Background: an optimization exercise with open tools, aiming at small area, a short achievable clock period and few clock cycles per item. Do not read the settings as production practice. The RTL was checked by simulation tests, not by an equivalence proof against the original design. No activity file was given, so power comes from the tool's default toggle rates.

## old
==> flow/design.v (excerpt) <==
module BoothRadix4 #(parameter N = 18)
(
    output wire [2*N-1:0] product,
    output wire           done,
    input wire [N-1:0]    mplier,
    input wire [N-1:0]    mcand,
    input wire            n_reset,
    input wire            start,
    input wire            clk
);
Settings: LEC_CHECK=0, ABC_AREA=1, CAP_MARGIN=20, CORE_MARGIN=2, CORE_UTILIZATION=40, PLACE_DENSITY=0.6, SLEW_MARGIN=20; clock period 3.5 ns.
standard.sh (not shown) runs the stock make flow with config.mk's settings and CLKGATE_MAP_FILE= SYNTH_SCRIPT=/design/flow/synth_recipe.tcl, a recipe that flattens the netlist after the stock synthesis.
==> flow/flow/run.sh <==
#!/bin/bash
# Own layout flow: the standard ORFS flow (standard.sh, unchanged synthesis)
# with these changes to the layout steps:
#  - port buffers are plain sky130 buffers (buf_4) instead of the cell
#    buffer_ports picks by itself;
#  - extra ORFS make settings: MATCH_CELL_FOOTPRINT=0 RECOVER_POWER=100
# The full make output goes to standard.log in the work folder; ORFS's per-step
# logs stay under orfs/logs/.
set -euo pipefail
export BUFFER_PORTS_ARGS="-buffer_cell sky130_fd_sc_hd__buf_4"
if ! bash standard.sh MATCH_CELL_FOOTPRINT=0 RECOVER_POWER=100 finish > standard.log 2>&1; then
  tail -40 standard.log
  exit 1
fi
tail -5 standard.log
old went all the way through synthesis, placement and routing and the layout is clean on timing, DRC and antenna.
Testbench counts of old, summed over its fixed seeds: cycles 2,408, items 2,400.
Input-level comparison between new and old:
==> flow/flow/run.sh <==
#!/bin/bash
# Own layout flow: the standard ORFS flow (standard.sh, unchanged synthesis)
# with these changes to the layout steps:
#  - port buffers are plain sky130 buffers (buf_2) instead of the cell
#    buffer_ports picks by itself;
#  - extra ORFS make settings: MATCH_CELL_FOOTPRINT=0 RECOVER_POWER=100
# The full make output goes to standard.log in the work folder; ORFS's per-step
# logs stay under orfs/logs/.
set -euo pipefail
export BUFFER_PORTS_ARGS="-buffer_cell sky130_fd_sc_hd__buf_2"
if ! bash standard.sh MATCH_CELL_FOOTPRINT=0 RECOVER_POWER=100 finish > standard.log 2>&1; then
  tail -40 standard.log
  exit 1
fi
tail -5 standard.log
==> results.txt <==
Status new: flow complete, layout not clean - max-capacitance violations, max-slew violations. old → new: maximum number of pins on one net before global-route repair now smaller; design area now smaller; number of buffers and inverters on the critical path now larger; total stage count of the critical path now smaller; total placed instance area now smaller. Going from old to new, synthesis-to-layout area growth saw a decrease; total wire length went down; total power moved down.


BoothRadix4, a different RTL version from the one above (not shown whole).
Size in the first run: ~980 cells after synthesis, ~76 I/O pins.
export LEC_CHECK = 0
export ABC_AREA = 1
export CAP_MARGIN = 0
export CORE_MARGIN = 2
export CORE_UTILIZATION = 40
export PLACE_DENSITY = 0.6
export SETUP_SLACK_MARGIN = 0.04
export SLEW_MARGIN = 0
create_clock -name core_clock -period 3.5 [get_ports {clk}]
==> flow/flow/run.sh <==
#!/bin/bash
# Own layout flow: the ORFS flow through standard.sh, with these changes:
#  - synthesis: synth_recipe.tcl and ORFS's synth.tcl, except that
#    (a) Yosys's synth runs with -noabc (as well as -nofsm -noshare), so its
#        quick ABC pass does not remap the adder logic before extract_fa, and
#    (b) the final ABC mapping runs flow/abc_own.script (plain technology
#        mapping, no ABC buffering or gate sizing; OpenROAD's resizer sizes and
#        buffers the netlist instead).
#    Registers, flattening and renaming are as in the standard synthesis;
#  - port buffers are plain sky130 buffers (buf_2) instead of the cell
#    buffer_ports picks by itself;
#  - flow/dt.tcl (before global routing) keeps the drivers of the register
#    enable net from being downsized by power recovery; flow/undt.tcl lifts that
#    again once global routing is done;
#  - extra ORFS make settings for the layout steps: MATCH_CELL_FOOTPRINT=0 RECOVER_POWER=100
# The full make output goes to standard.log in the work folder; ORFS's per-step
# logs (synthesis included) stay under orfs/logs/.
set -euo pipefail
sed "s#log_cmd abc {\*}\$abc_args#log_cmd abc {*}[lreplace \$abc_args 1 1 $PWD/flow/abc_own.script]#" "$FLOW_HOME/scripts/synth.tcl" > own_synth_core.tcl
grep -q abc_own.script own_synth_core.tcl
sed -e "s#source \$::env(SCRIPTS_DIR)/synth.tcl#source $PWD/own_synth_core.tcl#" -e "1s/-nofsm -noshare /-nofsm -noshare -noabc /" synth_recipe.tcl > own_synth.tcl
grep -q own_synth_core.tcl own_synth.tcl
grep -q -- "-noabc" own_synth.tcl
# Clock tree: no dummy loads (CTS otherwise adds unused buffers only to balance it).
export CTS_ARGS="-sink_clustering_enable -repair_clock_nets -dont_use_dummy_load"
export BUFFER_PORTS_ARGS="-buffer_cell sky130_fd_sc_hd__buf_2"
if ! bash standard.sh SYNTH_SCRIPT=$PWD/own_synth.tcl PRE_GLOBAL_ROUTE_TCL=$PWD/flow/dt.tcl POST_GLOBAL_ROUTE_TCL=$PWD/flow/undt.tcl MATCH_CELL_FOOTPRINT=0 RECOVER_POWER=100 finish > standard.log 2>&1; then
  tail -40 standard.log
  exit 1
fi
tail -5 standard.log
==> flow/flow/dt.tcl <==
# Keep the drivers of the register enable net as repaired so far: power
# recovery must not downsize them (their fanout is every register).
proc enable_drivers {} {
  set cells {}
  foreach pin [get_pins -hierarchical */DE] {
    set net [get_nets -of_objects $pin]
    foreach drv [get_pins -of_objects $net -filter "direction == output"] {
      lappend cells [get_full_name [get_cells -of_objects $drv]]
    }
  }
  return [lsort -unique $cells]
}
set ::dt_cells [enable_drivers]
puts "dont_touch on enable drivers: $::dt_cells"
foreach c $::dt_cells { set_dont_touch [get_cells $c] }
==> flow/flow/undt.tcl <==
# Lift the dont_touch that flow/dt.tcl set, now that power recovery is done,
# so later steps treat those cells like any other (power hookup included).
foreach c $::dt_cells { unset_dont_touch [get_cells $c] }
puts "dont_touch lifted: $::dt_cells"
Other scripts of this flow, unchanged in this note and not shown: flow/flow/abc_own.script
Testbench counts at the start, summed over its fixed seeds: cycles 2,408, items 2,400.
Change:
--- a/flow/flow/run.sh
+++ b/flow/flow/run.sh
@@ -13,3 +13,2 @@
-#    enable net from being downsized by power recovery; flow/undt.tcl lifts that
-#    again once global routing is done;
-#  - extra ORFS make settings for the layout steps: MATCH_CELL_FOOTPRINT=0 RECOVER_POWER=100
+#    enable net from being downsized by power recovery;
+#  - extra ORFS make settings for the layout steps: MATCH_CELL_FOOTPRINT=0 RECOVER_POWER=50 GPL_TIMING_DRIVEN=0
@@ -24,2 +22,0 @@
-# Clock tree: no dummy loads (CTS otherwise adds unused buffers only to balance it).
-export CTS_ARGS="-sink_clustering_enable -repair_clock_nets -dont_use_dummy_load"
@@ -27 +24 @@
-if ! bash standard.sh SYNTH_SCRIPT=$PWD/own_synth.tcl PRE_GLOBAL_ROUTE_TCL=$PWD/flow/dt.tcl POST_GLOBAL_ROUTE_TCL=$PWD/flow/undt.tcl MATCH_CELL_FOOTPRINT=0 RECOVER_POWER=100 finish > standard.log 2>&1; then
+if ! bash standard.sh SYNTH_SCRIPT=$PWD/own_synth.tcl PRE_GLOBAL_ROUTE_TCL=$PWD/flow/dt.tcl MATCH_CELL_FOOTPRINT=0 RECOVER_POWER=50 GPL_TIMING_DRIVEN=0 finish > standard.log 2>&1; then
==> flow/flow/dt.tcl (replaced) <==
# Keep the drivers of the register enable net as repaired so far: power
# recovery must not downsize them (their fanout is every register).
set dt_cells {}
foreach pin [get_pins -hierarchical */DE] {
  set net [get_nets -of_objects $pin]
  foreach drv [get_pins -of_objects $net -filter "direction == output"] {
    lappend dt_cells [get_full_name [get_cells -of_objects $drv]]
  }
}
set dt_cells [lsort -unique $dt_cells]
puts "dont_touch on enable drivers: $dt_cells"
foreach c $dt_cells { set_dont_touch [get_cells $c] }
Settings changed: CAP_MARGIN 0 to 20, SLEW_MARGIN 0 to 20.
removed: flow/flow/undt.tcl
Now the flow ran to the end with violations: setup timing.
Final area goes up by 0.84%.
Total power goes up by 2.8%.
Global-route usage goes down by 0.46 points.
Synthesized cell count does not change.
Change:
--- a/flow/flow/run.sh
+++ b/flow/flow/run.sh
@@ -13,2 +13,3 @@
-#    enable net from being downsized by power recovery;
-#  - extra ORFS make settings for the layout steps: MATCH_CELL_FOOTPRINT=0 RECOVER_POWER=50 GPL_TIMING_DRIVEN=0
+#    enable net from being downsized by power recovery; flow/undt.tcl lifts that
+#    again once global routing is done;
+#  - extra ORFS make settings for the layout steps: MATCH_CELL_FOOTPRINT=0 RECOVER_POWER=100
@@ -22,0 +24,2 @@
+# Clock tree: no dummy loads (CTS otherwise adds unused buffers only to balance it).
+export CTS_ARGS="-sink_clustering_enable -repair_clock_nets -dont_use_dummy_load"
@@ -24 +27 @@
-if ! bash standard.sh SYNTH_SCRIPT=$PWD/own_synth.tcl PRE_GLOBAL_ROUTE_TCL=$PWD/flow/dt.tcl MATCH_CELL_FOOTPRINT=0 RECOVER_POWER=50 GPL_TIMING_DRIVEN=0 finish > standard.log 2>&1; then
+if ! bash standard.sh SYNTH_SCRIPT=$PWD/own_synth.tcl PRE_GLOBAL_ROUTE_TCL=$PWD/flow/dt.tcl POST_GLOBAL_ROUTE_TCL=$PWD/flow/undt.tcl MATCH_CELL_FOOTPRINT=0 RECOVER_POWER=100 finish > standard.log 2>&1; then
==> flow/flow/dt.tcl (replaced) <==
# Keep the drivers of the register enable net as repaired so far: power
# recovery must not downsize them (their fanout is every register).
proc enable_drivers {} {
  set cells {}
  foreach pin [get_pins -hierarchical */DE] {
    set net [get_nets -of_objects $pin]
    foreach drv [get_pins -of_objects $net -filter "direction == output"] {
      lappend cells [get_full_name [get_cells -of_objects $drv]]
    }
  }
  return [lsort -unique $cells]
}
set ::dt_cells [enable_drivers]
puts "dont_touch on enable drivers: $::dt_cells"
foreach c $::dt_cells { set_dont_touch [get_cells $c] }
==> flow/flow/undt.tcl (new file) <==
# Lift the dont_touch that flow/dt.tcl set, now that power recovery is done,
# so later steps treat those cells like any other (power hookup included).
foreach c $::dt_cells { unset_dont_touch [get_cells $c] }
puts "dont_touch lifted: $::dt_cells"
Settings changed: CTS_BUF_LIST set to sky130_fd_sc_hd__clkbuf_8.
What happened: The new run finished clean. Sequential power stays flat. Setup slack is better by 0.10 ns. Power decreases by 2.7%.
Change:
--- a/flow/flow/run.sh
+++ b/flow/flow/run.sh
@@ -24,2 +23,0 @@
-# Clock tree: no dummy loads (CTS otherwise adds unused buffers only to balance it).
-export CTS_ARGS="-sink_clustering_enable -repair_clock_nets -dont_use_dummy_load"
Settings changed: CTS_BUF_LIST sky130_fd_sc_hd__clkbuf_8 to unset.
The changed run completed without violations.
Maximum frequency goes up by 0.60%.
Power came out higher by 2.2%.
Die area stays the same.
Non-clock buffer count climbs by 3.
Sequential power is about the same.
First-iteration DRC count decreases by 13%.
Change:
--- a/flow/flow/run.sh
+++ b/flow/flow/run.sh
@@ -23,0 +24,2 @@
+# Clock tree: no dummy loads (CTS otherwise adds unused buffers only to balance it).
+export CTS_ARGS="-sink_clustering_enable -repair_clock_nets -dont_use_dummy_load"
Settings changed: CAP_MARGIN 20 to 10, SLEW_MARGIN 20 to 10.
=> The new run finished with timing, DRC and antenna clean. Hold slack improved by 0.0047 ns. Combinational power is about the same. Global-route usage hardly moves. Wire length came out higher by about 0.3%. Flip-flop and latch count stays the same. Synthesized area stays the same. Critical path depth came out lower by 1. Fmax came out lower by 0.60%. Design area came out lower by 0.93%. Setup slack got worse by 0.021 ns. Die area is unchanged.
Change:
Settings changed: CAP_MARGIN 10 to 20, SLEW_MARGIN 10 to 20.
Result: Critical path depth does not change. Via count does not change. Cell count does not change. Combinational power stays flat. Die area stays the same.


BoothRadix4 with an RTL version that a note above also has.
For scale: ~1300 cells after synthesis, about 83 flip-flops, roughly 11000 um^2 of cells after synthesis.
make LEC_CHECK=0 ABC_AREA=1 CAP_MARGIN=0 CORE_MARGIN=2 CORE_UTILIZATION=60 GPL_TIMING_DRIVEN=0 PLACE_DENSITY=0.7 SLEW_MARGIN=0 finish   # period 3.5 ns
run.sh (not shown) runs the stock make flow with config.mk's settings and CLKGATE_MAP_FILE= SYNTH_SCRIPT=/design/flow/synth_recipe.tcl, a recipe that flattens the netlist after the stock synthesis.
Stock flow here: none of the scripts above is used.
The baseline reached the layout checks and failed them: negative setup slack.
Testbench counts at the start, summed over its fixed seeds: cycles 2,408, items 2,400.
Rerun with:
==> flow/flow/run.sh (new file) <==
#!/bin/bash
# Own layout flow: the standard ORFS flow, with the port buffers made of
# plain sky130 buffers (buf_4) instead of the cell buffer_ports picks by itself.
# The full make output goes to standard.log in the work folder; ORFS's per-step
# logs stay under orfs/logs/.
set -euo pipefail
export BUFFER_PORTS_ARGS="-buffer_cell sky130_fd_sc_hd__buf_4"
if ! bash standard.sh > standard.log 2>&1; then
  tail -40 standard.log
  exit 1
fi
tail -5 standard.log
==> flow/standard.sh (new file) <==
#!/bin/bash
# synth_recipe.tcl (not shown) runs the flow's synth.tcl, then flattens the netlist and writes it again
# the make line also repeats each setting of config.mk as NAME=value (left out here)
make -C /OpenROAD-flow-scripts/flow DESIGN_CONFIG=/design/flow/config.mk WORK_HOME=/design/flow/orfs CLKGATE_MAP_FILE= SYNTH_SCRIPT=/design/flow/synth_recipe.tcl "${@:-finish}"
--- a/flow/config.mk
+++ b/flow/config.mk
@@ -9 +9 @@
-export CAP_MARGIN = 0
+export CAP_MARGIN = 20
@@ -11,4 +11,3 @@
-export CORE_UTILIZATION = 60
-export GPL_TIMING_DRIVEN = 0
-export PLACE_DENSITY = 0.7
-export SLEW_MARGIN = 0
+export CORE_UTILIZATION = 40
+export PLACE_DENSITY = 0.6
+export SLEW_MARGIN = 20
removed: flow/run.sh
The new run completed without violations.
Worst setup slack improved by 0.15 ns.
Area after synthesis stays the same.
Design area shrinks by 6.3%.
Clock power grows by about 10%.
Sequential share of layout area grows by 1.1 points.
Rerun with:
==> flow/run.sh (new file) <==
#!/bin/bash
# synth_recipe.tcl (not shown) runs the flow's synth.tcl, then flattens the netlist and writes it again
# the make line also repeats each setting of config.mk as NAME=value (left out here)
make -C /OpenROAD-flow-scripts/flow DESIGN_CONFIG=/design/flow/config.mk WORK_HOME=/design/flow/orfs CLKGATE_MAP_FILE= SYNTH_SCRIPT=/design/flow/synth_recipe.tcl finish
removed: flow/flow/run.sh
removed: flow/standard.sh
Effect: Synthesized cell count stays the same. Non-clock buffer count rises by 52. Power came out higher by 6.5%. Synthesized area stays the same. Routed wire length went up by 0.90%. Worst setup slack got worse by 0.087 ns. Core utilization is higher by 4.3 points. First-iteration DRC count went up by 23%. Clock power barely changes. Via count goes up by 1.8%.
Rerun with:
==> flow/flow/run.sh (new file) <==
#!/bin/bash
# Own layout flow: the ORFS flow through standard.sh, with these changes:
#  - synthesis: standard synthesis (synth_recipe.tcl unchanged);
#  - port buffers are plain sky130 buffers (buf_2) instead of the cell
#    buffer_ports picks by itself;
#  - extra ORFS make settings for the layout steps: MATCH_CELL_FOOTPRINT=0
# The full make output goes to standard.log in the work folder; ORFS's per-step
# logs stay under orfs/logs/.
set -euo pipefail
SYNTH=""

export BUFFER_PORTS_ARGS="-buffer_cell sky130_fd_sc_hd__buf_2"
if ! bash standard.sh $SYNTH MATCH_CELL_FOOTPRINT=0 finish > standard.log 2>&1; then
  tail -40 standard.log
  exit 1
fi
tail -5 standard.log
==> flow/standard.sh (new file) <==
#!/bin/bash
# synth_recipe.tcl (not shown) runs the flow's synth.tcl, then flattens the netlist and writes it again
# the make line also repeats each setting of config.mk as NAME=value (left out here)
make -C /OpenROAD-flow-scripts/flow DESIGN_CONFIG=/design/flow/config.mk WORK_HOME=/design/flow/orfs CLKGATE_MAP_FILE= SYNTH_SCRIPT=/design/flow/synth_recipe.tcl "${@:-finish}"
removed: flow/run.sh
What happened: Setup slack improves by 0.043 ns. Wire length shrinks by 3.6%. Power shrinks by 12%. Die area stays the same. Sequential share of layout area grows by 1.9 points. Synthesized cell count does not change. Combinational power shrinks by 15%. Cell area shrinks by 10%. Sequential cell count stays the same. Via count shrinks by 3.3%. Sequential power hardly moves.
Rerun with:
--- a/flow/flow/run.sh
+++ b/flow/flow/run.sh
@@ -6 +6 @@
-#  - extra ORFS make settings for the layout steps: MATCH_CELL_FOOTPRINT=0
+#  - extra ORFS make settings for the layout steps: MATCH_CELL_FOOTPRINT=0 RECOVER_POWER=100 PRE_GLOBAL_ROUTE_TCL=$PWD/flow/dt.tcl
@@ -13 +13 @@
-if ! bash standard.sh $SYNTH MATCH_CELL_FOOTPRINT=0 finish > standard.log 2>&1; then
+if ! bash standard.sh $SYNTH MATCH_CELL_FOOTPRINT=0 RECOVER_POWER=100 PRE_GLOBAL_ROUTE_TCL=$PWD/flow/dt.tcl finish > standard.log 2>&1; then
==> flow/flow/dt.tcl (new file) <==
# Keep the drivers of the register enable net as repaired so far: power
# recovery must not downsize them (their fanout is every register).
set dt_cells {}
foreach pin [get_pins -hierarchical */DE] {
  set net [get_nets -of_objects $pin]
  foreach drv [get_pins -of_objects $net -filter "direction == output"] {
    lappend dt_cells [get_full_name [get_cells -of_objects $drv]]
  }
}
set dt_cells [lsort -unique $dt_cells]
puts "dont_touch on enable drivers: $dt_cells"
foreach c $dt_cells { set_dont_touch [get_cells $c] }
The changed run finished clean.
Design area fell by 0.65%.
Non-clock buffer count is unchanged.
Core utilization fell by 0.31 points.
Power fell by 0.66%.
Die area does not change.
Wire length is about the same.
Worst setup slack hardly moves.
Via count rose by 0.46%.
Rerun with:
==> flow/flow/run.sh (replaced) <==
#!/bin/bash
# Own layout flow: the ORFS flow through standard.sh, with these changes:
#  - synthesis: synth_recipe.tcl with -noabc added to its synth calls, so Yosys's quick
#    ABC pass does not remap the adder logic before extract_fa (all else as standard);
#  - port buffers are plain sky130 buffers (buf_4) instead of the cell
#    buffer_ports picks by itself;
#  - extra ORFS make settings for the layout steps: MATCH_CELL_FOOTPRINT=0 RECOVER_POWER=100
# The full make output goes to standard.log in the work folder; ORFS's per-step
# logs stay under orfs/logs/.
set -euo pipefail
SYNTH=""
sed "1s/-nofsm -noshare /-nofsm -noshare -noabc /" synth_recipe.tcl > own_synth.tcl
SYNTH="SYNTH_SCRIPT=$PWD/own_synth.tcl"
export BUFFER_PORTS_ARGS="-buffer_cell sky130_fd_sc_hd__buf_4"
if ! bash standard.sh $SYNTH MATCH_CELL_FOOTPRINT=0 RECOVER_POWER=100 finish > standard.log 2>&1; then
  tail -40 standard.log
  exit 1
fi
tail -5 standard.log
removed: flow/flow/dt.tcl
Area after synthesis rises by 4.5%.
Routed wire length falls by 3.2%.
Power rises by 8.7%.

==> separate check: timing with driven ports <==
Ports are ideal in the flow. The routed layouts listed here were re-timed in OpenROAD.
Step 1 assumes that a clkbuf_16 drives the clock port and a buf_2 every other input.
Step 2 moves the port delays by t, midway between the first and last clock arrival at a register: inputs arrive t later, outputs are due t later. That takes back most of the time a late clock gives input paths.
Three values: no drivers, after step 1, after step 2; two values: the first two.
run	t (ns)	setup slack, ns	worst setup path at the end	worst slew at a driven data input, ns
old	0.362	0.139 / 0.102 / -0.212	input to register	0.10
new	0.364	0.104 / 0.116 / -0.241	input to register	0.08
the first run of note 2	0.387	0.045 / 0.051 / -0.336	input to register	0.06
the second run of note 2	0.397	-0.058 / -0.157 / -0.554	input to register	0.15
the third run of note 2	0.387	0.045 / 0.051 / -0.336	input to register	0.06
the fourth run of note 2	0.392	0.065 / 0.065 / -0.324	input to register	0.06
the fifth run of note 2	0.387	0.045 / 0.051 / -0.336	input to register	0.06
the sixth run of note 2	0.387	0.045 / 0.051 / -0.336	input to register	0.06
the first run of note 3	0.368	-0.010 / 0.000 / -0.368	input to register	0.04
the second run of note 3	0.362	0.141 / 0.105 / -0.181	input to register	0.10
the third run of note 3	0.363	0.055 / 0.045 / -0.300	input to register	0.06
the fourth run of note 3	0.363	0.098 / 0.111 / -0.252	input to register	0.09
the fifth run of note 3	0.363	0.100 / 0.106 / -0.245	input to register	0.08
the sixth run of note 3	0.363	0.060 / 0.066 / -0.288	input to register	0.08
The setup slack of the second run of note 2, which loses most, moves by -0.099 ns with the drivers and by -0.496 ns with both steps.
